Source: an optimization exercise on an open RTL-to-GDS flow (aim: small area). Production flows keep margins and buffers that such runs may drop.
Where RTL was checked, it was by simulation tests only, not by an equivalence proof against the original.
No functional check of the RTL was part of run 1.
No driver is modelled on the clock port, so clocking that relies on it looks cheaper here than on a real chip.
Power and IR drop assume default switching activity.

`design/flow/flow/run.sh`:
```
#!/bin/bash
# ORFS layout with three changes from the standard one:
#  - synthesis is the standard synthesis script, except that ABC maps the
#    logic with an area-oriented script (flow/area.abc, &deepsyn), and the
#    adders (counters) are left to ABC instead of half-adder cells. It is run
#    with four random seeds and the smallest result is kept. The flip-flops
#    are mapped before ABC runs, so they are the standard synthesis's;
#  - port buffers use the smallest buffer cell;
#  - the clock tree uses small clock buffers and no dummy loads.
set -euo pipefail
WORK=$PWD
FLOW=$WORK/flow
SEEDS="1 2 3 4"

# synthesis script: ORFS's synth.tcl with ABC's script replaced
for s in $SEEDS; do
  sed "s/@SEED@/$s/" "$FLOW/area.abc" > "$WORK/area_$s.abc"
  sed '/^source .*synth_preamble.tcl/a set abc_args [lreplace $abc_args 1 1 '"$WORK/area_$s.abc"']' \
    "$FLOW_HOME/scripts/synth.tcl" > "$WORK/area_synth_$s.tcl"
  grep -q "area_$s.abc" "$WORK/area_synth_$s.tcl"
  { echo 'set ::env(ADDER_MAP_FILE) ""'
    sed "s#\$::env(SCRIPTS_DIR)/synth.tcl#$WORK/area_synth_$s.tcl#" "$WORK/synth_recipe.tcl"; } > "$WORK/area_synth_recipe_$s.tcl"
  grep -q "area_synth_$s.tcl" "$WORK/area_synth_recipe_$s.tcl"
done

for s in $SEEDS; do
  make -C "$FLOW_HOME" DESIGN_CONFIG="$WORK/config.mk" WORK_HOME="$WORK/orfs_seed$s" CLKGATE_MAP_FILE= \
    SYNTH_SCRIPT="$WORK/area_synth_recipe_$s.tcl" synth > "synth_seed$s.log" 2>&1 &
done
wait

best=""; best_area=""
for s in $SEEDS; do
  stat="$WORK/orfs_seed$s/reports/$FLOW_PLATFORM/tri_mode_mac/base/synth_stat.txt"
  [[ -f "$WORK/orfs_seed$s/results/$FLOW_PLATFORM/tri_mode_mac/base/1_synth.odb" && -f "$stat" ]] || continue
  area=$(sed -nE "s/.*Chip area for module .*: ([0-9.]+).*/\1/p" "$stat" | head -1)
  echo "seed $s: synthesized area $area" | tee -a synth_choice.log
  if [[ -z "$best" ]] || awk -v a="$area" -v b="$best_area" 'BEGIN { exit !(a < b) }'; then
    best=$s; best_area=$area
  fi
done
[[ -n "$best" ]]
echo "kept seed $best" | tee -a synth_choice.log
mv "$WORK/orfs_seed$best" "$WORK/orfs"

export BUFFER_PORTS_ARGS="-buffer_cell sky130_fd_sc_hd__buf_1"
export CTS_ARGS="-sink_clustering_enable -repair_clock_nets -dont_use_dummy_load -buf_list {sky130_fd_sc_hd__clkbuf_4 sky130_fd_sc_hd__clkbuf_8}"
bash standard.sh > flow.log 2>&1
```
`design/flow/flow/area.abc`:
```
&get -n
&st
&deepsyn -T 30 -S @SEED@
&nf -R 1000 -p
&put
topo
dnsize -c
```
`design/flow/standard.sh`:
```
#!/bin/bash
# synth_recipe.tcl (not shown) runs the flow's synth.tcl, then flattens the netlist and writes it again
# the make line also repeats each setting of config.mk as NAME=value (left out here)
make -C /OpenROAD-flow-scripts/flow DESIGN_CONFIG=/design/flow/config.mk WORK_HOME=/design/flow/orfs CLKGATE_MAP_FILE= SYNTH_SCRIPT=/design/flow/synth_recipe.tcl "${@:-finish}"
```
`design/flow/config.mk`:
```
export PLATFORM = sky130hd
export DESIGN_NAME = tri_mode_mac
export DESIGN_NICKNAME = tri_mode_mac
export VERILOG_FILES = /design/flow/design.v
export SDC_FILE = /design/flow/constraint.sdc
export NUM_CORES = 4
export LEC_CHECK = 0
export CAP_MARGIN = 20
export CORE_MARGIN = 2
export CORE_UTILIZATION = 50
export SLEW_MARGIN = 20
```
`design/flow/constraint.sdc`:
```
create_clock -name core_clock -period 8.0 [get_ports {clk}]
set_input_delay 1.6000 -clock core_clock [delete_from_list [all_inputs] [get_ports {clk}]]
set_output_delay 1.6000 -clock core_clock [all_outputs]
set_load 0.01 [all_outputs]
```
`design/flow/design.v`:
```
module ethernet_crc32 (
  input  logic [7:0]  fb,
  output logic [31:0] feedback
  );
  always_comb begin
    feedback = {fb, 24'd0};
    for (int i = 0; i < 8; i++) begin
      feedback = feedback[31] ? ({feedback[30:0], 1'b0} ^ 32'h04C11DB7)
                              : {feedback[30:0], 1'b0};
    end
  end
endmodule
module ethernet_mac_encap (
  input  logic        clk,
  input  logic        reset,
  input  logic [7:0]  tdata,
  input  logic        tvalid,
  output logic        tready,
  input  logic        tuser,
  input  logic        tlast,
  input  logic [1:0]  speed_mode,  
  input  logic        div_u_last,  
  input  logic        div_last,    
  output logic        clk_enable,  
  output logic [7:0]  gmii_txd,    
  output logic        gmii_txen,   
  output logic        gmii_txer    
  );
  localparam logic [2:0] IDLE     = 3'd0,
                         PREAMBLE = 3'd1,
                         SFD      = 3'd2,
                         DATA     = 3'd4,
                         PAD      = 3'd5,
                         FCS      = 3'd6,
                         IFG      = 3'd7;
  logic [2:0]  state;
  logic [10:0] count;
  logic [31:0] crc;
  logic [31:0] crc_fb;
  logic [7:0]  fb;
  logic        accept;
  always_ff @(posedge clk) begin
    if (reset) begin
      clk_enable <= 1'b0;
    end else begin
      clk_enable <= speed_mode[1] | (div_u_last & (speed_mode[0] | div_last));
    end
  end
  assign tready = state == DATA && clk_enable;
  assign accept = state == DATA && tvalid;
  always_ff @(posedge clk) begin
    if (reset) begin
      gmii_txd  <= 8'h00;
      gmii_txen <= 1'b0;
      gmii_txer <= 1'b0;
    end else if (clk_enable) begin
      case (state)
        IDLE     : gmii_txd <= tvalid ? 8'h55 : 8'h00;
        PREAMBLE : gmii_txd <= 8'h55;
        SFD      : gmii_txd <= 8'hD5;
        DATA     : gmii_txd <= tvalid ? tdata : 8'h00;
        FCS      : gmii_txd <= ~{crc[24], crc[25], crc[26], crc[27],
                                 crc[28], crc[29], crc[30], crc[31]};
        default  : gmii_txd <= 8'h00;
      endcase
      gmii_txen <= state == IDLE ? tvalid : state != IFG;
      gmii_txer <= accept & tuser;
    end
  end
  always_ff @(posedge clk) begin
    if (reset) begin
      state <= IDLE;
      count <= 11'd0;
    end else if (clk_enable) begin
      case (state)
        IDLE : begin
          if (tvalid) state <= PREAMBLE;
        end
        PREAMBLE : begin
          if (count[2] & count[0]) begin           
            count <= 11'd0;
            state <= SFD;
          end else begin
            count <= count + 11'd1;
          end
        end
        SFD : begin
          state <= DATA;
        end
        DATA : begin
          if ((count & 11'd1513) == 11'd1513) begin    
            count <= 11'd0;
            state <= FCS;
          end else if (tvalid && tlast && count >= 11'd59) begin
            count <= 11'd0;
            state <= FCS;
          end else begin
            count <= count + 11'd1;
            if (tvalid && tlast) state <= PAD;
          end
        end
        PAD : begin
          if ((count & 11'd59) == 11'd59) begin        
            count <= 11'd0;
            state <= FCS;
          end else begin
            count <= count + 11'd1;
          end
        end
        FCS : begin
          if (count[1] & count[0]) begin           
            count <= 11'd0;
            state <= IFG;
          end else begin
            count <= count + 11'd1;
          end
        end
        IFG : begin
          if (count[3] & count[1] & count[0]) begin   
            count <= 11'd0;
            state <= IDLE;
          end else begin
            count <= count + 11'd1;
          end
        end
        default : begin
          state <= IDLE;
          count <= 11'd0;
        end
      endcase
    end
  end
  always_comb begin
    fb = crc[31:24] ^ (accept ? {tdata[0], tdata[1], tdata[2], tdata[3],
                                 tdata[4], tdata[5], tdata[6], tdata[7]} : 8'h00);
    if (state == FCS) fb = 8'h00;
  end
  ethernet_crc32 ethernet_crc32_inst (
    .fb       (fb),
    .feedback (crc_fb)
  );
  always_ff @(posedge clk) begin
    if (!state[2]) begin
      crc <= 32'hFFFFFFFF;
    end else if (clk_enable) begin
      crc <= {crc[23:0], 8'h00} ^ crc_fb;
    end
  end
endmodule
module ethernet_mac_decap (
  input  logic        clk,
  input  logic        reset,
  output logic [7:0]  tdata,
  output logic        tvalid,
  output logic        tuser,
  output logic        tlast,
  input  logic        mac_address_filter,
  input  logic [47:0] mac_address,
  input  logic        clk_enable,
  input  logic [7:0]  gmii_rxd,        
  input  logic        gmii_rxdv,       
  input  logic        gmii_rxer        
  );
  localparam logic [31:0] CRC32_RESIDUE = 32'hC704DD7B;
  localparam logic [1:0] IDLE       = 2'd0,    
                         DATA       = 2'd1,
                         SKIP_FRAME = 2'd2;
  logic [1:0]  state;
  logic [10:0] count;
  logic [31:0] crc;
  logic [31:0] crc_fb;
  logic [7:0] hold;
  logic       rx_error;      
  logic       da_mismatch;   
  logic       da_bcast;      
  logic [7:0] mac_byte;
  logic       too_long;
  always_comb begin
    case (count[2:0])
      3'd0    : mac_byte = mac_address[47:40];
      3'd1    : mac_byte = mac_address[39:32];
      3'd2    : mac_byte = mac_address[31:24];
      3'd3    : mac_byte = mac_address[23:16];
      3'd4    : mac_byte = mac_address[15:8];
      default : mac_byte = mac_address[7:0];
    endcase
  end
  assign too_long = (count & 11'd1518) == 11'd1518;
  logic [7:0] rxd_q;
  logic       enable_q;
  always_ff @(posedge clk) begin
    rxd_q    <= gmii_rxd;
    enable_q <= clk_enable;
    if (enable_q) begin
      hold <= rxd_q;
    end
  end
  assign tdata = hold;
  always_ff @(posedge clk) begin
    if (reset) begin
      tvalid <= 1'b0;
    end else begin
      tvalid <= clk_enable && state == DATA && count != 11'd0;
    end
  end
  assign tlast = state != DATA;
  assign tuser = state[1]
               | rx_error
               | count < 11'd64
               | crc != CRC32_RESIDUE
               | (mac_address_filter & da_mismatch & ~da_bcast);
  always_ff @(posedge clk) begin
    if (reset) begin
      state <= IDLE;
    end else if (clk_enable) begin
      case (state)
        IDLE : begin
          if (gmii_rxdv && (gmii_rxer || gmii_rxd != 8'hD5 && gmii_rxd != 8'h55)) begin
            state <= SKIP_FRAME;
          end else if (gmii_rxdv && gmii_rxd == 8'hD5) begin
            state <= DATA;
          end
        end
        DATA : begin
          if (!gmii_rxdv) begin
            state <= IDLE;
          end else if (too_long) begin
            state <= SKIP_FRAME;
          end
        end
        default : begin
          if (!gmii_rxdv) begin
            state <= IDLE;
          end
        end
      endcase
    end
  end
  always_ff @(posedge clk) begin
    if (clk_enable) begin
      if (state == IDLE) begin
        count       <= 11'd0;
        rx_error    <= 1'b0;
        da_mismatch <= 1'b0;
        da_bcast    <= 1'b1;
      end else if (state == DATA && gmii_rxdv && !too_long) begin
        count    <= count + 11'd1;
        rx_error <= rx_error | gmii_rxer;
        if (count < 11'd6) begin
          if (gmii_rxd != mac_byte) da_mismatch <= 1'b1;
          if (gmii_rxd != 8'hFF)    da_bcast    <= 1'b0;
        end
      end
    end
  end
  ethernet_crc32 ethernet_crc32_inst (
    .fb       (crc[31:24] ^ {gmii_rxd[0], gmii_rxd[1], gmii_rxd[2], gmii_rxd[3],
                             gmii_rxd[4], gmii_rxd[5], gmii_rxd[6], gmii_rxd[7]}),
    .feedback (crc_fb)
  );
  always_ff @(posedge clk) begin
    if (state == IDLE) begin
      crc <= 32'hFFFFFFFF;
    end else if (clk_enable && gmii_rxdv && state == DATA) begin
      crc <= {crc[23:0], 8'h00} ^ crc_fb;
    end
  end
endmodule
module ethernet_mac_top (
  input  logic        clk,
  input  logic        reset,
  output logic [7:0]  rx_tdata,
  output logic        rx_tvalid,
  output logic        rx_tuser,
  output logic        rx_tlast,
  input  logic [7:0]  tx_tdata,
  input  logic        tx_tvalid,
  output logic        tx_tready,
  input  logic        tx_tuser,
  input  logic        tx_tlast,
  input  logic [1:0]  speed_mode,      
  input  logic        mac_address_filter,
  input  logic [47:0] mac_address,
  input  logic        div_u_last,      
  input  logic        div_last,        
  input  logic        rx_clk_enable,
  output logic        tx_clk_enable,
  output logic [7:0]  gmii_txd,
  output logic        gmii_txen,
  output logic        gmii_txer,
  input  logic [7:0]  gmii_rxd,
  input  logic        gmii_rxdv,
  input  logic        gmii_rxer
  );
  ethernet_mac_decap ethernet_mac_decap_inst (
    .clk                (clk),
    .reset              (reset),
    .tdata              (rx_tdata),
    .tvalid             (rx_tvalid),
    .tuser              (rx_tuser),
    .tlast              (rx_tlast),
    .mac_address_filter (mac_address_filter),
    .mac_address        (mac_address),
    .clk_enable         (rx_clk_enable),
    .gmii_rxd           (gmii_rxd),
    .gmii_rxdv          (gmii_rxdv),
    .gmii_rxer          (gmii_rxer)
  );
  ethernet_mac_encap ethernet_mac_encap_inst (
    .clk                (clk),
    .reset              (reset),
    .tdata              (tx_tdata),
    .tvalid             (tx_tvalid),
    .tready             (tx_tready),
    .tuser              (tx_tuser),
    .tlast              (tx_tlast),
    .speed_mode         (speed_mode),
    .div_u_last         (div_u_last),
    .div_last           (div_last),
    .clk_enable         (tx_clk_enable),
    .gmii_txd           (gmii_txd),
    .gmii_txen          (gmii_txen),
    .gmii_txer          (gmii_txer)
  );
endmodule
module mdio_clause45_controller (
  input  logic        clk,
  input  logic        reset,
  input  logic [3:0]  div_u,           
  input  logic [2:0]  div_t,           
  output logic        mdc_o,
  input  logic        mdio_i,
  output logic        mdio_o,
  output logic        mdio_oe,
  input  logic        access_request,
  input  logic [1:0]  access_type,
  input  logic [4:0]  dev_type,
  input  logic [4:0]  phy_address,
  input  logic [15:0] write_data,
  output logic [15:0] read_data,
  output logic        access_complete,
  output logic        busy
  );
  logic [6:0]  pos;
  logic        request_pending;
  logic        write_operation;
  logic [27:0] shreg;
  logic tick, sample, mdc_high;
  logic st_idle, st_done, active, accept;
  logic in_cmd, in_ta, in_data;
  assign tick     = div_t[2] & div_u[3] & div_u[0];                   
  assign sample   = div_t == 3'd1 && div_u == 4'd2;                    
  assign mdc_high = div_t[2] | (div_t[1] & (div_t[0] | div_u >= 4'd5));  
  assign st_idle = pos[6] & pos[0];
  assign st_done = pos[6] & ~pos[0];
  assign active  = ~pos[6];
  assign in_cmd  = pos[6:4] == 3'b010 && pos[3:1] != 3'b111;
  assign in_ta   = pos[6:1] == 6'b010111;
  assign in_data = pos[6:4] == 3'b011;
  assign accept  = ~request_pending & st_idle & access_request;
  assign busy      = request_pending;
  assign read_data = shreg[15:0];
  always_ff @(posedge clk) begin
    if (reset) begin
      request_pending <= 1'b0;
    end else if (st_done) begin
      request_pending <= 1'b0;
    end else if (accept) begin
      request_pending <= 1'b1;
    end
  end
  always_ff @(posedge clk) begin
    if (accept) begin
      write_operation <= ~access_type[1];
      shreg <= {access_type, phy_address, dev_type, write_data};
    end else if ((tick & ((in_cmd & pos[3:1] != 3'b000) | (in_data & write_operation)))
               | (sample & in_data & ~write_operation)) begin
      shreg <= {shreg[26:0], mdio_i};
    end
  end
  always_ff @(posedge clk) begin
    if (reset) begin
      pos <= 7'd65;
    end else if (tick) begin
      if (st_idle) begin
        if (request_pending) pos <= 7'd0;
      end else begin
        pos <= pos + 7'd1;
      end
    end
  end
  always_ff @(posedge clk) begin
    access_complete <= st_done & tick;
    mdc_o           <= active & mdc_high;
    mdio_oe         <= active & (write_operation | ~(in_ta | in_data));
    mdio_o          <= (active & ~pos[5])
                     | (in_cmd & pos[3:1] != 3'b000 & shreg[27])
                     | (write_operation & ((in_ta & ~pos[0]) | (in_data & shreg[27])));
  end
endmodule
module tri_mode_mac (
  input  logic        clk,
  input  logic        reset,
  output logic [7:0]  rx_tdata,
  output logic        rx_tvalid,
  output logic        rx_tuser,
  output logic        rx_tlast,
  input  logic [7:0]  tx_tdata,
  input  logic        tx_tvalid,
  output logic        tx_tready,
  input  logic        tx_tuser,
  input  logic        tx_tlast,
  input  logic [1:0]  speed_mode,
  input  logic        mac_address_filter,
  input  logic [47:0] mac_address,
  input  logic        rx_clk_enable,
  output logic        tx_clk_enable,
  output logic [7:0]  gmii_txd,
  output logic        gmii_txen,
  output logic        gmii_txer,
  input  logic [7:0]  gmii_rxd,
  input  logic        gmii_rxdv,
  input  logic        gmii_rxer,
  output logic        mdc_o,
  input  logic        mdio_i,
  output logic        mdio_o,
  output logic        mdio_oe,
  input  logic        mdio_access_request,
  input  logic [1:0]  mdio_access_type,
  input  logic [4:0]  mdio_dev_type,
  input  logic [4:0]  mdio_phy_address,
  input  logic [15:0] mdio_write_data,
  output logic [15:0] mdio_read_data,
  output logic        mdio_access_complete,
  output logic        mdio_busy
  );
  logic [3:0] cnt_u;
  logic [2:0] cnt_t;
  logic       cnt_h;
  logic       u_last, t_last;
  assign u_last = cnt_u[3] & cnt_u[0];           
  assign t_last = cnt_t[2];                      
  always_ff @(posedge clk) begin
    if (reset) begin
      cnt_u <= 4'd0;
      cnt_t <= 3'd0;
      cnt_h <= 1'b0;
    end else begin
      cnt_u <= u_last ? 4'd0 : cnt_u + 4'd1;
      if (u_last) begin
        cnt_t <= t_last ? 3'd0 : cnt_t + 3'd1;
        if (t_last) cnt_h <= ~cnt_h;
      end
    end
  end
  ethernet_mac_top ethernet_mac_top_inst (
    .clk                (clk),
    .reset              (reset),
    .rx_tdata           (rx_tdata),
    .rx_tvalid          (rx_tvalid),
    .rx_tuser           (rx_tuser),
    .rx_tlast           (rx_tlast),
    .tx_tdata           (tx_tdata),
    .tx_tvalid          (tx_tvalid),
    .tx_tready          (tx_tready),
    .tx_tuser           (tx_tuser),
    .tx_tlast           (tx_tlast),
    .speed_mode         (speed_mode),
    .mac_address_filter (mac_address_filter),
    .mac_address        (mac_address),
    .div_u_last         (u_last),
    .div_last           (u_last & t_last & cnt_h),
    .rx_clk_enable      (rx_clk_enable),
    .tx_clk_enable      (tx_clk_enable),
    .gmii_txd           (gmii_txd),
    .gmii_txen          (gmii_txen),
    .gmii_txer          (gmii_txer),
    .gmii_rxd           (gmii_rxd),
    .gmii_rxdv          (gmii_rxdv),
    .gmii_rxer          (gmii_rxer)
  );
  mdio_clause45_controller mdio_inst (
    .clk             (clk),
    .reset           (reset),
    .div_u           (cnt_u),
    .div_t           (cnt_t),
    .mdc_o           (mdc_o),
    .mdio_i          (mdio_i),
    .mdio_o          (mdio_o),
    .mdio_oe         (mdio_oe),
    .access_request  (mdio_access_request),
    .access_type     (mdio_access_type),
    .dev_type        (mdio_dev_type),
    .phy_address     (mdio_phy_address),
    .write_data      (mdio_write_data),
    .read_data       (mdio_read_data),
    .access_complete (mdio_access_complete),
    .busy            (mdio_busy)
  );
endmodule
```
==> results of run 1 <==
[cells in the final DEF (no fill, tap or decap), types with 3 or more instances in the layout]
master / n
a22oi_1: 29
nor4b_1: 3
edfxtp_1: 51
nand4_1: 6
xor2_1: 41
a31oi_1: 5
nand2b_1: 9
xnor2_1: 41
clkinv_1: 17
nor2b_1: 12
o31ai_1: 3
buf_4: 5
nor4_1: 5
nand2_1: 53
mux2_1: 28
nand3_1: 21
buf_1: 148
clkbuf_8: 17
nor2_1: 72
or3_1: 3
o21ai_0: 70
o21a_1: 41
o211ai_1: 6
nor4bb_1: 3
dfxtp_1: 121
and3_1: 11
o22ai_1: 8
nor3_1: 17
a22o_1: 4
o32a_1: 3
and2_0: 7
o211a_1: 4
a21oi_1: 83
a32o_1: 5
[final cells by class]
type | instances | area (µm²)
clock buffer | 17 | 234.0
fill | 1446 | 6783
inverter | 17 | 63.81
multi-input combinational | 629 | 3988
sequential | 172 | 3954
tap | 216 | 270.3
timing repair buffer | 153 | 593.1
[worst max-delay path: cells and delay by family]
kind | cells | cell delay [ns]
XOR/XNOR | 4 | 1.15
AO/OA/AOI/OAI | 4 | 0.77
AND/OR/NAND/NOR | 3 | 0.64
buffers and inverters | 1 | 0.12
[state kept, by name, indices dropped and copies added (netlist names), 2 cells and up]
signal,cells
ethernet_mac_top_inst.ethernet_mac_decap_inst.crc,32
ethernet_mac_top_inst.ethernet_mac_encap_inst.count,11
ethernet_mac_top_inst.ethernet_mac_encap_inst.crc,32
mdio_inst.shreg,28
ethernet_mac_top_inst.ethernet_mac_decap_inst.rxd_q,8
ethernet_mac_top_inst.ethernet_mac_encap_inst.gmii_txd,8
cnt_t,3
cnt_u,4
ethernet_mac_top_inst.ethernet_mac_decap_inst.state,2
ethernet_mac_top_inst.ethernet_mac_encap_inst.state,3
ethernet_mac_top_inst.ethernet_mac_decap_inst.count,11
ethernet_mac_top_inst.ethernet_mac_decap_inst.hold,8
mdio_inst.pos,7
[per-stage QoR]
step                power (mW)  utilization (%)  hold slack, ns  worst slack [ns]  cell area [µm²]
finish                   1.606            57.30          0.4053             4.048             9102
global route             1.685            57.30          0.4165             3.743             9102
CTS                      1.623            57.25          0.4064             4.091             9095
detailed placement       1.176            55.78          0.3896             3.608             8861
global placement         1.170            55.77          0.3865             3.714             8859
floorplan                1.110                -          0.3855             3.224             8109
[kinds of logic (layout without fill, tap and decap cells)]
group | count (synthesis) | after routing | synth area share, %
flip-flops | 172 | 172 | 48.76
XOR/XNOR | 82 | 82 | 8.857
AO/OA/AOI/OAI | 284 | 284 | 22.14
AND/OR/NAND/NOR | 235 | 235 | 14.09
buffers and inverters | 33 | 187 | 2.268
multiplexers | 28 | 28 | 3.888
[routing by layer]
metal	track usage, %	up-vias	part of all wire (%)
li1	-	3393	-
met1	30.08	3174	48
met2	34.59	220	45
met3	5.131	16	5.8
met4	5.978	0	1.2
met5	0	-	0
[power groups by stage]
stage / Combinational, mW / Sequential [mW] / Clock (mW)
after CTS: 0.199 / 0.958 / 0.465
after floorplan: 0.135 / 0.975 / 0
after detailed placement: 0.198 / 0.978 / 0
after global routing: 0.221 / 0.964 / 0.501
after global placement: 0.194 / 0.976 / 0
final: 0.200 / 0.958 / 0.448
[path summary, 6_finish.rpt]
| check | slack (ns) | endpoint | startpoint |
|---|---|---|---|
| setup / recovery | 4.05 | register | tx_tvalid |
| hold / removal | 0.41 | register | register |
| setup reg to reg | 4.68 | register | register |
| hold reg to reg | 0.41 | register | register |
==> results_dict.tcl, run 1 <==
set metrics [dict create \
    slowest_stage "a22o_1" \
    cts.clk_slew.worst_paths_ns 0.08 \
    post-route-min-period_ns 3.952 \
    power_per_cell_area_nw_per_um2 176.4 \
    portBuffers 148 \
    syn_area_um2 8109 \
    die-area_um2 17250 \
    power.switching_mw 0.4065 \
    cts_setup_buffers 0 \
    ant_nets 0 \
    firstDrtPassIters 5 \
    swShare_pct 25.31 \
    path_class "input port to register" \
    area_delta_synth_final_pct 12.25 \
    dp.cells 1187 \
    max_freq_ghz 0.2530 \
    grt-ovfl-total 0 \
    ys_warn_count 5 \
    grt_pass1_vias 6301 \
    core_region_area_um2 15890 \
    cp_cell_sequence "buf_1 > and3_1 > nand2_1 > xor2_1 > nor2_1 > a22o_1 > xnor2_1 > xor2_1 > xnor2_1 > a21oi_1 > o21ai_0 > o21a_1" \
    routed_via_density 5.650 \
    final_cells 1204 \
    yosysTopAreaCell "dfxtp_1" \
    post_cts_resized 0 \
    rsz0062_at_grt "no" \
    grt_usage_pct 21.83 \
    cp_slowest_stage_delay_ns 0.39 \
    comb_power_share_pct 12.4 \
    die_w_um 131.4 \
    antenna_found_initial 0 \
    grt_max_degree 33 \
    cts_buffers 17 \
    intPower_mw 1.199 \
    crit_arrival_ns 4.29 \
    seq_area_frac_synth_pct 48.76 \
    setup-violations-final 0 \
    synth-seq-cells 172 \
    cts_tree "built" \
    synth-edff-count 51 \
    leakagePower_nw 3.029 \
    clockBufferDepth 2 \
    synth_top_area_share_pct 29.87 \
    fin_setup_tns_ns 0 \
    pin_count 149 \
    synth_common_cells "121 x dfxtp_1, 83 x a21oi_1, 72 x nor2_1" \
    antenna_cells 0 \
    drv_cap 0 \
    seq_power_share_pct 59.7 \
    grt_pass1_wl_mm 30.98 \
    route.detailed.drc 0 \
    hold_path_class "register to register" \
    slew_headroom_pct 27.22 \
    hpwl_mm 13.92 \
    synth_nets 939 \
    wire_per_inst_um 15.68 \
    crit_path_end_kind "register" \
    layout-drive-gt1-share_pct 2.632 \
    ctsHoldBuffers 0 \
    drv_slew 0 \
    cts.sinks 172 \
    gp_congestion 0.9498 \
    holdPathStages 0 \
    crit_fanout 9 \
    cp_data_required_time_ns 8.34 \
    start_util_pct 51.05 \
    synthFlopType "dfxtp_1" \
    async_flop_share_pct 0 \
    synth_area_leaders "dfxtp_1 30%, edfxtp_1 19%, a21oi_1 5.1%" \
    finalNetCount 1095 \
    yosysUniqueCellTypes 54 \
    finalCritPeriodShare_pct 49.40 \
    num_rows 46 \
    syn_inst 834 \
    initialDrtViolationCount 449 \
    worstSkewPairLatency_ns 0.44 \
    worst_r2r_path_depth 11 \
    outcome "complete, no violations" \
    htreeDepth 4 \
    syn_avg_cell_area_um2 9.723 \
    cp-start-kind "input port" \
    peakVddDrop_v 0.0001363 \
    finalHoldViolations 0 \
    p_clk_share_pct 27.9 \
    tightest_slew_ns 1.089 \
    clockRootBuffer "clkbuf_8" \
    wl_mm 18.88 \
    die_y_um 131.4 \
    finClkSkew_ns 0.02008 \
    vias 6803 \
    yosysMostFrequentCell "dfxtp_1" \
]
==> run 2, diff against run 1 <==
--- a/design/flow/design.v
+++ b/design/flow/design.v
@@ -47,11 +47,11 @@
     end
   end
   assign tready = state == DATA && clk_enable;
+  assign gmii_txen = state != IDLE && (state != IFG || count[3:0] == 4'd0);
   assign accept = state == DATA && tvalid;
   always_ff @(posedge clk) begin
     if (reset) begin
       gmii_txd  <= 8'h00;
-      gmii_txen <= 1'b0;
       gmii_txer <= 1'b0;
     end else if (clk_enable) begin
       case (state)
@@ -63,7 +63,6 @@
                                  crc[28], crc[29], crc[30], crc[31]};
         default  : gmii_txd <= 8'h00;
       endcase
-      gmii_txen <= state == IDLE ? tvalid : state != IFG;
       gmii_txer <= accept & tuser;
     end
   end
--- a/design/flow/flow/run.sh
+++ b/design/flow/flow/run.sh
@@ -3,14 +3,14 @@
 #  - synthesis is the standard synthesis script, except that ABC maps the
 #    logic with an area-oriented script (flow/area.abc, &deepsyn), and the
 #    adders (counters) are left to ABC instead of half-adder cells. It is run
-#    with four random seeds and the smallest result is kept. The flip-flops
+#    with twelve random seeds, four at a time, and the smallest result is kept. The flip-flops
 #    are mapped before ABC runs, so they are the standard synthesis's;
 #  - port buffers use the smallest buffer cell;
 #  - the clock tree uses small clock buffers and no dummy loads.
 set -euo pipefail
 WORK=$PWD
 FLOW=$WORK/flow
-SEEDS="1 2 3 4"
+SEEDS="1 2 3 4 5 6 7 8 9 10 11 12"
 
 # synthesis script: ORFS's synth.tcl with ABC's script replaced
 for s in $SEEDS; do
@@ -23,9 +23,12 @@
   grep -q "area_synth_$s.tcl" "$WORK/area_synth_recipe_$s.tcl"
 done
 
+n=0
 for s in $SEEDS; do
   make -C "$FLOW_HOME" DESIGN_CONFIG="$WORK/config.mk" WORK_HOME="$WORK/orfs_seed$s" CLKGATE_MAP_FILE= \
     SYNTH_SCRIPT="$WORK/area_synth_recipe_$s.tcl" synth > "synth_seed$s.log" 2>&1 &
+  n=$((n + 1))
+  if (( n % 4 == 0 )); then wait; fi
 done
 wait
 
--- a/design/flow/config.mk
+++ b/design/flow/config.mk
@@ -7,5 +7,5 @@
 export LEC_CHECK = 0
 export CAP_MARGIN = 20
 export CORE_MARGIN = 2
-export CORE_UTILIZATION = 50
+export CORE_UTILIZATION = 65
 export SLEW_MARGIN = 20
==> run 2 against run 1 <==
Compared with the run above:
- critical path type unchanged
- total power down 1.2%
- die area down 24%
- synthesized cell count down 0.84%
- sequential share of layout area up 0.94 points
- combinational power down 6%
- sequential power down 0.7%
- non-clock buffer count down 1
- wire length down 0.26%
- flip-flop and latch count down 1
- utilization up 17 points
- fmax down 3.9%
==> results_dict.tcl, run 2 <==
set metrics [dict create \
    outcome "complete, no violations" \
    die_w_um 114.8 \
    syn_inst 827 \
    fillCellCount 955 \
    max_freq_ghz 0.2432 \
    tightest_slew_ns 1.062 \
    grt_max_degree 33 \
    htreeDepth 4 \
    cts_tree "built" \
    post_cts_resized 0 \
    finalCritPeriodShare_pct 51.39 \
    crit_fanout 8 \
    crit_arrival_ns 4.45 \
    async_flop_share_pct 0 \
    final_cell_mix "148 x buf_1, 120 x dfxtp_1, 94 x nor2_1" \
    drv_slew 0 \
    syn_area_um2 7973 \
    cp_slowest_stage_delay_ns 0.61 \
    fin_setup_tns_ns 0 \
    antenna_cells 0 \
    clockRootBuffer "clkbuf_8" \
    hold_path_class "register to register" \
    num_rows 40 \
    cp_data_required_time_ns 8.34 \
    layout_commonest_cell "buf_1" \
    antenna_found_initial 0 \
    reg2reg_slack_ns 4.33 \
    cts_buffers 17 \
    cts_setup_buffers 0 \
    finalNetCount 1087 \
    syn_avg_cell_area_um2 9.640 \
    finClkSkew_ns 0.02470 \
    drv_cap 0 \
    route.detailed.drc 0 \
    post-route-min-period_ns 4.112 \
    portBuffers 148 \
    yosysTopAreaCell "dfxtp_1" \
    leakagePower_nw 2.969 \
    worstSkewPairLatency_ns 0.46 \
    synth_common_cells "120 x dfxtp_1, 94 x nor2_1, 88 x a21oi_1" \
    firstDrtPassIters 6 \
    gp_congestion 0.9220 \
    ctsHoldBuffers 0 \
    crit_family "XOR/XNOR gates" \
    area_delta_synth_final_pct 11.19 \
    grt-ovfl-total 0 \
    critPathBufInv 1 \
    cts.clk_slew.worst_paths_ns 0.07 \
    slew_headroom_pct 28.63 \
    final_cells 1127 \
    cpMostUsedCell "xor2_1" \
    cts.sinks 171 \
    cp_cell_sequence "buf_1 > and3_1 > nand2_1 > xor2_1 > xnor2_1 > xor2_1 > xor2_1 > xor2_1 > o21ai_0 > a21oi_1 > nor2_1" \
    peakVddDrop_v 0.0001524 \
    rsz0062_at_grt "no" \
    ant_nets 0 \
    crit_path_end_kind "register" \
    yosysUniqueCellTypes 49 \
    wire_per_inst_um 16.70 \
    initialDrtViolationCount 574 \
    cp-start-kind "input port" \
    multi_input_area_um2 3890 \
    top_usage_layer "met2" \
    met2_usage_pct 47.38 \
    gr-usage-met3_pct 5.851 \
    finalHoldViolations 0 \
    synth_area_leaders "dfxtp_1 30%, edfxtp_1 19%, a21oi_1 5.5%" \
    synth_nets 932 \
    layout-drive-gt1-share_pct 2.449 \
    grt_usage_pct 29.35 \
    slowest_stage "xnor2_1" \
    use_met1_pct 39.33 \
    grt_pass1_vias 6357 \
    die-area_um2 13170 \
    dp.cells 1110 \
    reg_top3 "ethernet_mac_top_inst.ethernet_mac_decap_inst.crc x32, ethernet_mac_top_inst.ethernet_mac_encap_inst.crc x32, mdio_inst.shreg x28" \
    ys_warn_count 5 \
    grt_pass1_wl_mm 30.47 \
    hpwl_mm 13.92 \
    routed_via_density 6.033 \
    seq_area_um2 3934 \
    final_core_util_pct 73.80 \
    power_per_cell_area_nw_per_um2 179.0 \
    vias 6799 \
    seq_area_frac_synth_pct 49.34 \
    setup-violations-final 0 \
    cp-startpoint "tx_tvalid" \
    synth_top_area_share_pct 30.13 \
    die_y_um 114.8 \
    wl_mm 18.83 \
    synth-edff-count 51 \
    synth-seq-cells 171 \
    core_region_area_um2 12010 \
    path_class "input port to register" \
    start_util_pct 66.37 \
    clockBufferDepth 2 \
    yosysMostFrequentCell "dfxtp_1" \
    synthFlopType "dfxtp_1" \
    pin_count 149 \
]
[run 2: kinds of logic (layout without fill, tap and decap cells)]
group	count (synthesis)	count (layout)	share of synthesized area, %
simple gates	259	259	15.80
xor+xnor	81	81	8.898
flops	171	171	49.34
mux	27	27	3.814
compound gates	263	263	20.17
buf+inv	26	179	1.978
[run 2: cell type report]
class                           instances  share of cell area [%]
Timing Repair Buffer                  152                   6.606
Clock buffer                           17                   2.639
Multi-Input combinational cell        630                   43.88
Sequential cell                       171                   44.38
Inverter                               10                  0.4234
Tap cell                              147                   2.075
[run 2: report_power, final]
| group | switching, mW | internal, mW | total (mW) |
|---|---|---|---|
| clock | 0.261 | 0.188 | 0.448 |
| sequential | 0.0240 | 0.927 | 0.951 |
| combinational | 0.116 | 0.0721 | 0.188 |
[run 2: routing by layer]
| metal | share of wire, % | routed length (µm) | vias to the layer above |
|---|---|---|---|
| li1 | - | - | 3329 |
| met1 | 44 | 8287 | 3198 |
| met2 | 48 | 8975 | 240 |
| met3 | 6.2 | 1163 | 32 |
| met4 | 2.1 | 399 | 0 |
| met5 | 0 | 0 | - |
[run 2: metrics by stage]
step	power (mW)	cell area [µm²]	hold WS [ns]	setup slack [ns]
2_1_floorplan	1.092	7973	0.3855	3.016
3_3_place_gp	1.149	8626	0.3880	3.669
3_5_place_dp	1.156	8626	0.3895	3.495
4_1_cts	1.594	8860	0.4006	3.958
5_1_grt	1.650	8865	0.4241	3.596
6_report	1.587	8865	0.4073	3.888
[run 2: worst paths after layout]
kind / to / cells after the start
max reg2reg: register / 11
min reg2reg: register / 0
max: register / 11
min: register / 0
==> run 3, diff against run 2 <==
--- a/design/flow/flow/run.sh
+++ b/design/flow/flow/run.sh
@@ -3,14 +3,14 @@
 #  - synthesis is the standard synthesis script, except that ABC maps the
 #    logic with an area-oriented script (flow/area.abc, &deepsyn), and the
 #    adders (counters) are left to ABC instead of half-adder cells. It is run
-#    with twelve random seeds, four at a time, and the smallest result is kept. The flip-flops
+#    with eight random seeds, four at a time, and the smallest result is kept. The flip-flops
 #    are mapped before ABC runs, so they are the standard synthesis's;
 #  - port buffers use the smallest buffer cell;
 #  - the clock tree uses small clock buffers and no dummy loads.
 set -euo pipefail
 WORK=$PWD
 FLOW=$WORK/flow
-SEEDS="1 2 3 4 5 6 7 8 9 10 11 12"
+SEEDS="1 2 3 4 5 6 7 8"
 
 # synthesis script: ORFS's synth.tcl with ABC's script replaced
 for s in $SEEDS; do
--- a/design/flow/config.mk
+++ b/design/flow/config.mk
@@ -7,5 +7,5 @@
 export LEC_CHECK = 0
 export CAP_MARGIN = 20
 export CORE_MARGIN = 2
-export CORE_UTILIZATION = 65
+export CORE_UTILIZATION = 60
 export SLEW_MARGIN = 20
==> run 3 against run 2 <==
Compared with the run above:
- fmax down 0.93%
- die area rose by 8.0%
- first-iteration DRC count decreased by 14%
- final cell count grew 2.6%
- critical path type unchanged
- sequential share of layout area is 0.18 points lower
- total power barely moved
- global-route usage decreased by 2.6 points
- via count decreased by 1.1%
- utilization fell by 5.8 points
- worst hold slack improved by 0.0019 ns
==> results_dict.tcl, run 3 <==
set metrics [dict create \
    yosysMostFrequentCell "dfxtp_1" \
    synth_top_area_share_pct 30.13 \
    fin_setup_tns_ns 0 \
    final_core_util_pct 68.02 \
    cp-startpoint "tx_tvalid" \
    clockRootBuffer "clkbuf_8" \
    swShare_pct 25.26 \
    grt_usage_pct 26.74 \
    synth_nets 932 \
    top_usage_layer "met2" \
    yosysUniqueCellTypes 49 \
    outcome "complete, no violations" \
    ant_nets 0 \
    cts.sinks 171 \
    route.detailed.drc 0 \
    syn_inst 827 \
    ctsHoldBuffers 0 \
    routed_via_density 5.817 \
    post-route-min-period_ns 4.150 \
    antenna_found_initial 0 \
    final_cell_mix "148 x buf_1, 120 x dfxtp_1, 94 x nor2_1" \
    layout_commonest_cell "buf_1" \
    hold_ws_ns 0.4093 \
    reg_top3 "ethernet_mac_top_inst.ethernet_mac_decap_inst.crc x32, ethernet_mac_top_inst.ethernet_mac_encap_inst.crc x32, mdio_inst.shreg x28" \
    leakagePower_nw 2.969 \
    portBuffers 148 \
    drv_cap 0 \
    post_cts_resized 0 \
    path_class "input port to register" \
    slew_headroom_pct 31.39 \
    gp_congestion 0.8877 \
    core_region_area_um2 13090 \
    hpwl_mm 13.79 \
    max_freq_ghz 0.2410 \
    comb_power_share_pct 11.8 \
    seq_power_share_pct 59.9 \
    wire_per_inst_um 16.15 \
    finalNetCount 1087 \
    cts_tree "built" \
    setup-violations-final 0 \
    p_clk_share_pct 28.3 \
    synth-seq-cells 171 \
    peakVddDrop_v 0.0001627 \
    async_flop_share_pct 0 \
    wl_mm 18.67 \
    rsz0062_at_grt "no" \
    met2_usage_pct 43.18 \
    grt_pass1_wl_mm 30.57 \
    firstDrtPassIters 5 \
    tightest_slew_ns 1.021 \
    vias 6724 \
    ys_warn_count 5 \
    fillCellCount 1070 \
    synth-edff-count 51 \
    antenna_cells 0 \
    cp_data_required_time_ns 8.32 \
    grt-ovfl-total 0 \
    area_delta_synth_final_pct 11.64 \
    grt_max_degree 33 \
    drv_slew 0 \
    die-area_um2 14230 \
    multi_input_area_um2 3890 \
    htreeDepth 4 \
    pin_count 149 \
    use_met1_pct 36.54 \
    seq_area_frac_synth_pct 49.34 \
    intPower_mw 1.187 \
    syn_avg_cell_area_um2 9.640 \
    die_w_um 119.3 \
    syn_area_um2 7973 \
    clockBufferDepth 2 \
    crit_arrival_ns 4.47 \
    start_util_pct 60.93 \
    seq_area_um2 3934 \
    hold_path_class "register to register" \
    layout-drive-gt1-share_pct 2.449 \
    cts.clk_slew.worst_paths_ns 0.07 \
    cts_setup_buffers 0 \
    num_rows 42 \
    grt_pass1_vias 6333 \
    synth_common_cells "120 x dfxtp_1, 94 x nor2_1, 88 x a21oi_1" \
    finClkSkew_ns 0.03216 \
    crit_path_end_kind "register" \
    initialDrtViolationCount 492 \
    finalHoldViolations 0 \
    power_per_cell_area_nw_per_um2 178.4 \
    finalCritPeriodShare_pct 51.88 \
    yosysTopAreaCell "dfxtp_1" \
    gr-usage-met3_pct 5.843 \
    cts_buffers 17 \
    die_y_um 119.3 \
    crit_fanout 8 \
    power.switching_mw 0.4012 \
    synth_area_leaders "dfxtp_1 30%, edfxtp_1 19%, a21oi_1 5.5%" \
    cp-start-kind "input port" \
    synthFlopType "dfxtp_1" \
    worstSkewPairLatency_ns 0.45 \
]
[run 3: cell counts in the layout (fill, tap and decap cells not counted)]
No cell type changed its count.
[run 3: critical path: stages]
cell and delay [ns]:
buf_1 0.19, and3_1 0.35, nand2_1 0.13, xor2_1 0.22, xnor2_1 0.65, xor2_1 0.36
xor2_1 0.32, xor2_1 0.30, o21ai_0 0.12, a21oi_1 0.16, nor2_1 0.05
[run 3: cells by family after synthesis]
logic type,Yosys count,synth area share (%)
compound gates,263,20.17
simple gates,259,15.80
flops,171,49.34
xor+xnor,81,8.898
mux,27,3.814
buf+inv,26,1.978
[run 3: layout make-up]
type / count / area share (%)
Timing Repair Buffer: 152 / 6.579
Inverter: 10 / 0.4217
Multi-Input combinational cell: 630 / 43.70
Tap cell: 176 / 2.474
Sequential cell: 171 / 44.19
Clock buffer: 17 / 2.629
[run 3: power groups by stage]
| stage | Clock (mW) | Combinational, mW | Sequential, mW |
|---|---|---|---|
| 6_report | 0.449 | 0.188 | 0.951 |
| 5_1_grt | 0.493 | 0.208 | 0.956 |
| 4_1_cts | 0.463 | 0.187 | 0.951 |
| 3_5_place_dp | 0 | 0.185 | 0.970 |
| 3_3_place_gp | 0 | 0.181 | 0.968 |
| 2_1_floorplan | 0 | 0.125 | 0.967 |
[run 3: final timing paths]
check                   to  slack [ns]  cells past startpoint
hold reg to reg   register        0.41                      0
hold / removal    register        0.41                      0
setup reg to reg  register        4.36                     11
setup / recovery  register        3.85                     11
[run 3: per-stage QoR]
step / cells / instance area [µm²] / total power [mW] / worst slack, ns
5_1_grt: 1156 / 8901 / 1.656 / 3.588
4_1_cts: 1156 / 8896 / 1.601 / 3.940
3_5_place_dp: 1139 / 8662 / 1.156 / 3.498
6_report: 1156 / 8901 / 1.588 / 3.850
2_1_floorplan: 827 / 7973 / 1.092 / 3.016
3_3_place_gp: 1139 / 8662 / 1.149 / 3.640
[run 3: metal layers]
layer,vias up,routed length (µm)
met5,-,0
met4,0,155
met3,15,1171
met2,215,8799
met1,3162,8547
li1,3332,-
==> run 4, diff against run 3 <==
--- a/design/flow/flow/run.sh
+++ b/design/flow/flow/run.sh
@@ -47,5 +47,5 @@
 mv "$WORK/orfs_seed$best" "$WORK/orfs"
 
 export BUFFER_PORTS_ARGS="-buffer_cell sky130_fd_sc_hd__buf_1"
-export CTS_ARGS="-sink_clustering_enable -repair_clock_nets -dont_use_dummy_load -buf_list {sky130_fd_sc_hd__clkbuf_4 sky130_fd_sc_hd__clkbuf_8}"
+export CTS_ARGS="-repair_clock_nets -dont_use_dummy_load -sink_clustering_size 30 -buf_list {sky130_fd_sc_hd__clkbuf_16}"
 bash standard.sh > flow.log 2>&1
==> run 4 against run 3 <==
Compared with the run above:
- design area is 2.2% higher
- non-clock buffer count stayed put
- area after synthesis stayed put
- critical path depth stayed put
- largest power group unchanged
- highest routed layer unchanged
==> results_dict.tcl, run 4 <==
set metrics [dict create \
    cts.clk_slew.worst_paths_ns 0.05 \
    syn_area_um2 7973 \
    route.detailed.drc 0 \
    crit_family "XOR/XNOR gates" \
    cp_cell_sequence "buf_1 > and3_1 > nand2_1 > xor2_1 > xnor2_1 > xor2_1 > xor2_1 > xor2_1 > o21ai_0 > a21oi_1 > nor2_1" \
    die_y_um 119.3 \
    cts.sinks 171 \
    reg_top3 "ethernet_mac_top_inst.ethernet_mac_decap_inst.crc x32, ethernet_mac_top_inst.ethernet_mac_encap_inst.crc x32, mdio_inst.shreg x28" \
    cp-start-kind "input port" \
    grt-ovfl-total 0 \
    hpwl_mm 13.79 \
    synth_top_area_share_pct 30.13 \
    ant_nets 0 \
    grt_pass1_wl_mm 30.71 \
    wl_mm 18.73 \
    synth_common_cells "120 x dfxtp_1, 94 x nor2_1, 88 x a21oi_1" \
    vias 6786 \
    drv_cap 0 \
    slew_headroom_pct 32.14 \
    grt_pass1_vias 6336 \
    start_util_pct 60.93 \
    slowest_stage "xnor2_1" \
    syn_avg_cell_area_um2 9.640 \
    cts_tree "built" \
    yosysUniqueCellTypes 49 \
    finClkSkew_ns 0.02209 \
    cp_slowest_stage_delay_ns 0.63 \
    critPathBufInv 1 \
    wire_per_inst_um 16.20 \
    pin_count 149 \
    post-route-min-period_ns 4.150 \
    placedInstanceArea_um2 8662 \
    synthFlopType "dfxtp_1" \
    num_rows 42 \
    synth_xor_xnor_area_share_pct 8.898 \
    setup-violations-final 0 \
    synth_top_family_by_area "compound AO/OA/AOI/OAI gates" \
    crit_path_end_kind "register" \
    outcome "complete, no violations" \
    htreeDepth 4 \
    antenna_cells 0 \
    firstDrtPassIters 7 \
    final_area_um2 9092 \
    yosys.area_share.simple_pct 15.80 \
    hold_path_class "register to register" \
    path_class "input port to register" \
    cts_setup_buffers 0 \
    yosysTopAreaCell "dfxtp_1" \
    synth_nets 932 \
    die_w_um 119.3 \
    clockBufferDepth 2 \
    finalPower_mw 1.794 \
    cpMostUsedCell "xor2_1" \
    seq_area_frac_synth_pct 49.34 \
    cp_data_required_time_ns 8.29 \
    worstSkewPairLatency_ns 0.42 \
    antenna_found_initial 0 \
    ctsHoldBuffers 0 \
    finalNetCount 1087 \
    drv_slew 0 \
    layout-drive-gt1-share_pct 2.449 \
    grt_max_degree 33 \
    finalCritPeriodShare_pct 51.88 \
    synth_area_leaders "dfxtp_1 30%, edfxtp_1 19%, a21oi_1 5.5%" \
    tightest_slew_ns 1.010 \
    synthMuxAreaShare_pct 3.814 \
    crit_arrival_ns 4.44 \
    leakagePower_nw 3.056 \
    rsz0062_at_grt "no" \
    power_per_cell_area_nw_per_um2 197.3 \
    initialDrtViolationCount 547 \
    portBuffers 148 \
    die-area_um2 14230 \
    peakVddDrop_v 0.0001515 \
    fin_setup_tns_ns 0 \
    finalHoldViolations 0 \
    ys_warn_count 5 \
    cts_buffers 17 \
    syn_inst 827 \
    clockRootBuffer "clkbuf_16" \
    synth-seq-cells 171 \
    synth-edff-count 51 \
    max_freq_ghz 0.2410 \
    synth_compound_area_share_pct 20.17 \
    gp_congestion 0.8877 \
    crit_fanout 8 \
    core_region_area_um2 13090 \
    post_cts_resized 0 \
    routed_via_density 5.870 \
    layout_commonest_cell "buf_1" \
    area_delta_synth_final_pct 14.05 \
    grt_usage_pct 26.84 \
    yosysMostFrequentCell "dfxtp_1" \
    synth_fa_ha_area_share_pct 0 \
    async_flop_share_pct 0 \
    final_cell_mix "148 x buf_1, 120 x dfxtp_1, 94 x nor2_1" \
]
run 4: cell counts after synthesis:
No cell type changed its count.
run 4: cells by family after synthesis:
family,after synthesis
flops,171
xor+xnor,81
mux,27
simple gates,259
compound gates,263
buf+inv,26
run 4: path summary, 6_finish.rpt:
check / from / to / slack, ns / cells past startpoint
min reg2reg: register / register / 0.40 / 0
max reg2reg: register / register / 4.41 / 11
max: tx_tvalid / register / 3.85 / 11
min: register / register / 0.40 / 0
run 4: per-layer routing:
metal	global-route usage [%]	up-vias	wire, µm
li1	-	3336	-
met1	36.77	3193	8510
met2	43.64	238	8921
met3	5.603	19	1139
met4	6.696	0	158
met5	0	-	0
run 4: final cells by class:
class,instances,area (µm²)
fillers,1047,3993
multi-input cells,630,3890
clock buffers,17,425.4
repair buffers,152,585.6
well taps,176,220.2
inverters,10,37.54
flip-flops and latches,171,3934
run 4: power breakdown:
part | internal, mW | leakage [nW] | total [mW] | switching (mW)
clock | 0.369 | 0.209 | 0.653 | 0.285
sequential | 0.928 | 1.47 | 0.952 | 0.0238
combinational | 0.0721 | 1.38 | 0.188 | 0.116
run 4: worst reg2reg max path: stages (launching register included):
cell and delay, ns:
dfxtp_1 0.49, nand2b_1 0.27, nand2b_1 0.44, nand2_1 0.13, xor2_1 0.21, xnor2_1 0.63
xor2_1 0.35, xor2_1 0.32, xor2_1 0.30, o21ai_0 0.12, a21oi_1 0.16, nor2_1 0.05
run 4: per-stage QoR:
step	instances	setup slack [ns]	hold WS [ns]	utilization (%)
floorplan	827	3.016	0.3855	-
global placement	1139	3.640	0.3860	66.20
detailed placement	1139	3.498	0.3910	66.20
CTS	1156	3.902	0.4036	69.45
global route	1156	3.551	0.4116	69.49
finish	1156	3.850	0.4047	69.49
==> run 5, diff against run 4 <==
--- a/design/flow/flow/run.sh
+++ b/design/flow/flow/run.sh
@@ -6,7 +6,8 @@
 #    with eight random seeds, four at a time, and the smallest result is kept. The flip-flops
 #    are mapped before ABC runs, so they are the standard synthesis's;
 #  - port buffers use the smallest buffer cell;
-#  - the clock tree uses small clock buffers and no dummy loads.
+#  - the clock tree uses small clock buffers and no dummy loads; after CTS,
+#    flow/post_cts.tcl upsizes the clock buffers whose loads see a slow edge.
 set -euo pipefail
 WORK=$PWD
 FLOW=$WORK/flow
@@ -47,5 +48,6 @@
 mv "$WORK/orfs_seed$best" "$WORK/orfs"
 
 export BUFFER_PORTS_ARGS="-buffer_cell sky130_fd_sc_hd__buf_1"
-export CTS_ARGS="-repair_clock_nets -dont_use_dummy_load -sink_clustering_size 30 -buf_list {sky130_fd_sc_hd__clkbuf_16}"
+export CTS_ARGS="-sink_clustering_enable -repair_clock_nets -dont_use_dummy_load -root_buf sky130_fd_sc_hd__clkbuf_8 -buf_list {sky130_fd_sc_hd__clkbuf_4}"
+export POST_CTS_TCL="$FLOW/post_cts.tcl"
 bash standard.sh > flow.log 2>&1
==> design/flow/flow/post_cts.tcl (new file) <==
# Runs at the end of ORFS's CTS step (POST_CTS_TCL). The clock tree is built
# from clkbuf_4 cells; here each clock buffer whose loads would see a clock
# edge slower than the limits below is swapped for a stronger one, the root
# first, and the placement is legalized again.
estimate_parasitics -placement

proc worst_load_slew { name } {
  set worst 0.0
  set net [get_nets -of_objects [get_pins $name/X]]
  foreach p [get_pins -of_objects $net -filter "direction==input"] {
    set s [get_property $p slew_max]
    if { $s > $worst } { set worst $s }
  }
  return $worst
}

set block [ord::get_db_block]
set root {}
set leaves {}
foreach inst [$block getInsts] {
  if { ![string match "sky130_fd_sc_hd__clkbuf_*" [[$inst getMaster] getName]] } { continue }
  set in_net [[$inst findITerm A] getNet]
  if { $in_net ne "NULL" && [$in_net getName] eq "clk" } {
    lappend root $inst
  } else {
    lappend leaves $inst
  }
}

set sizes {sky130_fd_sc_hd__clkbuf_4 sky130_fd_sc_hd__clkbuf_8 sky130_fd_sc_hd__clkbuf_16}
proc upsize { inst limit sizes } {
  set name [$inst getName]
  while { [worst_load_slew $name] > $limit } {
    set m [[$inst getMaster] getName]
    set i [lsearch $sizes $m]
    if { $i < 0 || $i + 1 >= [llength $sizes] } { break }
    set next [lindex $sizes [expr { $i + 1 }]]
    puts "post_cts: $name $m -> $next (load slew [worst_load_slew $name])"
    replace_cell $name $next
    estimate_parasitics -placement
  }
}

foreach inst $root { upsize $inst 0.12 $sizes }
foreach inst $leaves { upsize $inst 0.10 $sizes }

detailed_placement
check_placement -verbose
estimate_parasitics -placement
report_clock_skew
==> run 5 against run 4 <==
Compared with the run above:
- synthesized cell count is the same
- final cell count unchanged
- register-to-register slack about the same
- first-iteration DRC count down 5.9%
==> results_dict.tcl, run 5 <==
set metrics [dict create \
    cp_cell_sequence "buf_1 > and3_1 > nand2_1 > xor2_1 > xnor2_1 > xor2_1 > xor2_1 > xor2_1 > o21ai_0 > a21oi_1 > nor2_1" \
    layout-drive-gt1-share_pct 2.449 \
    rsz0062_at_grt "no" \
    setup-violations-final 0 \
    crit_path_end_kind "register" \
    cp-startpoint "tx_tvalid" \
    leakagePower_nw 2.961 \
    tightest_slew_ns 1.018 \
    post-route-min-period_ns 4.189 \
    synth-edff-count 51 \
    finalHoldViolations 0 \
    drv_slew 0 \
    cpMostUsedCell "xor2_1" \
    grt_pass1_vias 6322 \
    start_util_pct 60.93 \
    slowest_stage "xnor2_1" \
    cts_tree "built" \
    synth_nets 932 \
    pin_count 149 \
    routed_via_density 5.784 \
    grt_max_degree 33 \
    gp_congestion 0.8877 \
    finalCritPeriodShare_pct 52.36 \
    cp_data_required_time_ns 8.27 \
    placedInstanceArea_um2 8662 \
    portBuffers 148 \
    peakVddDrop_v 0.0002330 \
    synth_common_cells "120 x dfxtp_1, 94 x nor2_1, 88 x a21oi_1" \
    dp.cells 1139 \
    cp_slowest_stage_delay_ns 0.64 \
    wire_per_inst_um 16.14 \
    critPathBufInv 1 \
    cts.sinks 171 \
    grt-ovfl-total 0 \
    grt_usage_pct 26.74 \
    synthFlopType "dfxtp_1" \
    final_cells 1156 \
    antenna_found_initial 0 \
    seq_area_um2 3934 \
    final_cell_mix "148 x buf_1, 120 x dfxtp_1, 94 x nor2_1" \
    yosysUniqueCellTypes 49 \
    grt_pass1_wl_mm 30.53 \
    finClkSkew_ns 0.02692 \
    power_per_cell_area_nw_per_um2 176.7 \
    multi_input_area_um2 3890 \
    hpwl_mm 13.79 \
    cts.clk_slew.worst_paths_ns 0.08 \
    seq_area_frac_synth_pct 49.34 \
    core_region_area_um2 13090 \
    syn_avg_cell_area_um2 9.640 \
    crit_family "XOR/XNOR gates" \
    vias 6686 \
    syn_area_um2 7973 \
    async_flop_share_pct 0 \
    initialDrtViolationCount 515 \
    finalNetCount 1087 \
    yosysTopAreaCell "dfxtp_1" \
    wl_mm 18.65 \
    worstSkewPairLatency_ns 0.38 \
    antenna_cells 0 \
    route.detailed.drc 0 \
    num_rows 42 \
    outcome "complete, no violations" \
    syn_inst 827 \
    ys_warn_count 5 \
    area_delta_synth_final_pct 11.39 \
    path_class "input port to register" \
    die_y_um 119.3 \
    ant_nets 0 \
    reg_top3 "ethernet_mac_top_inst.ethernet_mac_decap_inst.crc x32, ethernet_mac_top_inst.ethernet_mac_encap_inst.crc x32, mdio_inst.shreg x28" \
    crit_fanout 8 \
    die-area_um2 14230 \
    crit_arrival_ns 4.46 \
    final_area_um2 8881 \
    synth_top_area_share_pct 30.13 \
    slew_headroom_pct 31.61 \
    die_w_um 119.3 \
    max_freq_ghz 0.2387 \
    hold_path_class "register to register" \
    fillCellCount 1073 \
    cp-start-kind "input port" \
    synth_area_leaders "dfxtp_1 30%, edfxtp_1 19%, a21oi_1 5.5%" \
    layout_commonest_cell "buf_1" \
    synth-seq-cells 171 \
    fin_setup_tns_ns 0 \
    hold_ws_ns 0.4085 \
    firstDrtPassIters 8 \
    drv_cap 0 \
    yosysMostFrequentCell "dfxtp_1" \
]
[run 5: changes by cell type in the layout (fill, tap and decap cells not counted)]
cell | previous run | this run
clkbuf_16 | 17 | 1
clkbuf_4 | 0 | 5
clkbuf_8 | 0 | 11
[run 5: path summary, 6_finish.rpt]
kind / to / slack (ns) / cells past startpoint
hold reg to reg: register / 0.41 / 0
hold / removal: register / 0.41 / 0
setup / recovery: register / 3.81 / 11
setup reg to reg: register / 4.40 / 11
[run 5: area by class of cell]
| type | instances | share of cell area (%) |
|---|---|---|
| clock buffers | 17 | 2.409 |
| inverters | 10 | 0.4227 |
| multi-input cells | 630 | 43.80 |
| flip-flops and latches | 171 | 44.29 |
| well taps | 176 | 2.480 |
| repair buffers | 152 | 6.593 |
[run 5: stage by stage]
stage               utilization (%)  setup WS [ns]  power, mW
detailed placement            66.20          3.498      1.156
global placement              66.20          3.640      1.149
global route                  67.87          3.532      1.639
finish                        67.87          3.811      1.569
floorplan                         -          3.016      1.092
[run 5: metal layers]
layer / wire (µm) / vias to the layer above / global-route usage, %
met1: 8505 / 3116 / 36.69
met4: 167 / 0 / 6.920
li1: - / 3331 / -
met3: 1169 / 16 / 5.891
met2: 8811 / 223 / 43.07
met5: 0 / - / 0
[run 5: where the power goes]
| part | internal, mW | switching, mW | total, mW | leakage, nW |
|---|---|---|---|---|
| clock | 0.175 | 0.257 | 0.432 | 0.114 |
| combinational | 0.0721 | 0.115 | 0.187 | 1.38 |
| sequential | 0.927 | 0.0237 | 0.950 | 1.47 |
| total | 1.17 | 0.395 | 1.57 | 2.96 |
[run 5: kinds of logic after synthesis]
group                     Yosys count  synth area share (%)
AOI/OAI and AO/OA                 263                 20.17
and+or+nand+nor                   259                 15.80
DFF                               171                 49.34
xor gates and xnor gates           81                 8.898
muxes                              27                 3.814
buffers and inverters              26                 1.978
[run 5: worst register-to-register path: cells and delay by family (launching register included)]
kind,cells,cell delay (ns)
XOR/XNOR,5,1.84
AND/OR/NAND/NOR,4,0.89
flip-flops,1,0.51
AO/OA/AOI/OAI,2,0.28
==> run 6, diff against run 5 <==
--- a/design/flow/flow/run.sh
+++ b/design/flow/flow/run.sh
@@ -3,7 +3,7 @@
 #  - synthesis is the standard synthesis script, except that ABC maps the
 #    logic with an area-oriented script (flow/area.abc, &deepsyn), and the
 #    adders (counters) are left to ABC instead of half-adder cells. It is run
-#    with eight random seeds, four at a time, and the smallest result is kept. The flip-flops
+#    with twelve random seeds, four at a time, and the smallest result is kept. The flip-flops
 #    are mapped before ABC runs, so they are the standard synthesis's;
 #  - port buffers use the smallest buffer cell;
 #  - the clock tree uses small clock buffers and no dummy loads; after CTS,
@@ -11,7 +11,7 @@
 set -euo pipefail
 WORK=$PWD
 FLOW=$WORK/flow
-SEEDS="1 2 3 4 5 6 7 8"
+SEEDS="1 2 3 4 5 6 7 8 9 10 11 12"
 
 # synthesis script: ORFS's synth.tcl with ABC's script replaced
 for s in $SEEDS; do
--- a/design/flow/flow/post_cts.tcl
+++ b/design/flow/flow/post_cts.tcl
@@ -41,8 +41,8 @@
   }
 }
 
-foreach inst $root { upsize $inst 0.12 $sizes }
-foreach inst $leaves { upsize $inst 0.10 $sizes }
+foreach inst $root { upsize $inst 0.25 $sizes }
+foreach inst $leaves { upsize $inst 0.115 $sizes }
 
 detailed_placement
 check_placement -verbose
--- a/design/flow/config.mk
+++ b/design/flow/config.mk
@@ -7,5 +7,5 @@
 export LEC_CHECK = 0
 export CAP_MARGIN = 20
 export CORE_MARGIN = 2
-export CORE_UTILIZATION = 60
+export CORE_UTILIZATION = 65
 export SLEW_MARGIN = 20
==> run 6 against run 5 <==
Compared with the run above:
- clock-buffer cell count is the same
- utilization grew 5.5 points
- wire length grew 0.50%
- sequential share of layout area grew 0.34 points
- via count grew 1.8%
- clock power shrank 8.3%
- final cell count shrank 2.4%
- global-route usage grew 2.6 points
- worst hold slack gained 0.0015 ns
- design area shrank 0.76%
- critical path type unchanged
- largest cell class unchanged
==> results_dict.tcl, run 6 <==
set metrics [dict create \
    outcome "complete, no violations" \
    worst_r2r_path_depth 11 \
    synth_area_leaders "dfxtp_1 30%, edfxtp_1 19%, a21oi_1 5.5%" \
    grt_max_degree 33 \
    portBuffers 148 \
    initialDrtViolationCount 535 \
    ant_nets 0 \
    synth-edff-count 51 \
    gp_congestion 0.9220 \
    async_flop_share_pct 0 \
    final_cell_mix "148 x buf_1, 120 x dfxtp_1, 94 x nor2_1" \
    die_w_um 114.8 \
    grt_pass1_vias 6345 \
    die-area_um2 13170 \
    synth_nets 932 \
    post-place-ws_ns 3.495 \
    final_core_util_pct 73.38 \
    grt_usage_pct 29.30 \
    path_class "input port to register" \
    core_region_area_um2 12010 \
    layout-drive-gt1-share_pct 2.548 \
    vias 6807 \
    placedInstanceArea_um2 8626 \
    grt_pass1_wl_mm 30.44 \
    final_cells 1128 \
    finalCritPeriodShare_pct 51.54 \
    firstDrtPassIters 5 \
    final_area_um2 8813 \
    start_util_pct 66.37 \
    finalNetCount 1088 \
    antenna_found_initial 0 \
    crit_fanout 8 \
    antenna_cells 0 \
    synthFlopType "dfxtp_1" \
    reg_top3 "ethernet_mac_top_inst.ethernet_mac_decap_inst.crc x32, ethernet_mac_top_inst.ethernet_mac_encap_inst.crc x32, mdio_inst.shreg x28" \
    routed_via_density 6.035 \
    pin_count 149 \
    rsz0062_at_grt "no" \
    ys_warn_count 5 \
    area_delta_synth_final_pct 10.55 \
    reg2reg_slack_ns 4.33 \
    grt-ovfl-total 0 \
    drv_cap 0 \
    wire_per_inst_um 16.62 \
    syn_avg_cell_area_um2 9.640 \
    synth_top_area_share_pct 30.13 \
    cp-start-kind "input port" \
    route.detailed.drc 0 \
    crit_arrival_ns 4.47 \
    yosysTopAreaCell "dfxtp_1" \
    max_freq_ghz 0.2425 \
    synth_common_cells "120 x dfxtp_1, 94 x nor2_1, 88 x a21oi_1" \
    seq_area_frac_synth_pct 49.34 \
    syn_area_um2 7973 \
    wl_mm 18.75 \
    slew_headroom_pct 32.82 \
    finalHoldViolations 0 \
    layout_commonest_cell "buf_1" \
    setup-violations-final 0 \
    cts.clk_slew.worst_paths_ns 0.11 \
    cts.sinks 171 \
    tightest_slew_ns 1.006 \
    dp.cells 1110 \
    cp_data_required_time_ns 8.35 \
    worstSkewPairLatency_ns 0.45 \
    finClkSkew_ns 0.03680 \
    peakVddDrop_v 0.0001451 \
    crit_path_end_kind "register" \
    yosysUniqueCellTypes 49 \
    cts_tree "built" \
    fin_setup_tns_ns 0 \
    die_y_um 114.8 \
    hpwl_mm 13.92 \
    yosysMostFrequentCell "dfxtp_1" \
    synth-seq-cells 171 \
    power_per_cell_area_nw_per_um2 174.2 \
    num_rows 40 \
    hold_path_class "register to register" \
    syn_inst 827 \
    setup_ws_ns 3.877 \
    holdPathStages 0 \
    leakagePower_nw 2.950 \
    drv_slew 0 \
    post-route-min-period_ns 4.123 \
]
==> run 6: cell families after synthesis <==
family	after synthesis	synth area share [%]
simple gates	259	15.80
compound gates	263	20.17
xor+xnor	81	8.898
buf+inv	26	1.978
flops	171	49.34
mux	27	3.814
==> run 6: final timing paths <==
| path | start | end |
|---|---|---|
| max reg2reg | register | register |
| min reg2reg | register | register |
| min | register | register |
| max | tx_tvalid | register |
==> run 6: layout make-up <==
class / instances / area [µm²]
inverter: 10 / 37.54
fill: 964 / 3198
tap: 147 / 183.9
sequential: 171 / 3934
multi-input combinational: 630 / 3890
clock buffer: 17 / 177.7
timing repair buffer: 153 / 590.6
==> run 6: per-stage QoR <==
step	total power, mW	hold slack [ns]
after global placement	1.149	0.3880
after detailed placement	1.156	0.3895
final	1.535	0.4100
after global routing	1.599	0.4240
after floorplan	1.092	0.3855
==> run 6: metal layers <==
metal  GRT usage [%]  vias up  wire length [µm]
met4           11.33        0               423
met5               0        -                 0
met3           5.746       31              1218
li1                -     3328                 -
met1           39.63     3186              8213
met2           47.02      262              8891
==> run 6: report_power, final <==
part           internal [mW]  total [mW]  switching (mW)  leakage, nW
clock network          0.141       0.396           0.254       0.0989
registers              0.927       0.951          0.0239         1.47
logic                 0.0723       0.189           0.117         1.38
total                   1.14        1.54           0.395         2.95
==> run 6: critical path, cell delays in order <==
cell	delay, ns
buf_1	0.17
and3_1	0.35
nand2_1	0.13
xor2_1	0.22
xnor2_1	0.60
xor2_1	0.34
xor2_1	0.37
xor2_1	0.30
o21ai_0	0.13
a21oi_1	0.20
nor2_1	0.06

afterwards: timing with drivers on the ports:
The results above use ideal ports. As a check the final layouts listed here were re-extracted and re-timed, cells and wires unchanged. Step 1 (the two cells are an assumption about what drives the block):
set clk [get_ports {clk}]
set_driving_cell -lib_cell sky130_fd_sc_hd__clkbuf_16 $clk
set_driving_cell -lib_cell sky130_fd_sc_hd__buf_2 [delete_from_list [all_inputs] $clk]
Step 2, shift: input delay + t, output delay - t, t = (earliest + latest rising clock arrival at the registers) / 2. This alone moves slack from input paths to output paths. a / b / c = ideal ports / drivers / drivers and shift; a / b = the first two.
| run | t, ns | slack for setup (ns) | worst setup path after step 2 | worst data-port slew with drivers (ns) |
|---|---|---|---|---|
| run 1 | 0.469 | 4.048 / 4.043 / 3.588 | input to register | 0.05 |
| run 2 | 0.486 | 3.888 / 3.893 / 3.407 | input to register | 0.07 |
| run 3 | 0.475 | 3.850 / 3.864 / 3.389 | input to register | 0.05 |
| run 4 | 0.450 | 3.850 / 3.869 / 3.420 | input to register | 0.05 |
| run 5 | 0.405 | 3.811 / 3.830 / 3.425 | input to register | 0.05 |
| run 6 | 0.470 | 3.877 / 3.884 / 3.414 | input to register | 0.07 |
After both steps every run listed still meets setup and hold. The setup slack of run 2, which loses most, moves by +0.005 ns with the drivers and by -0.481 ns with both steps.
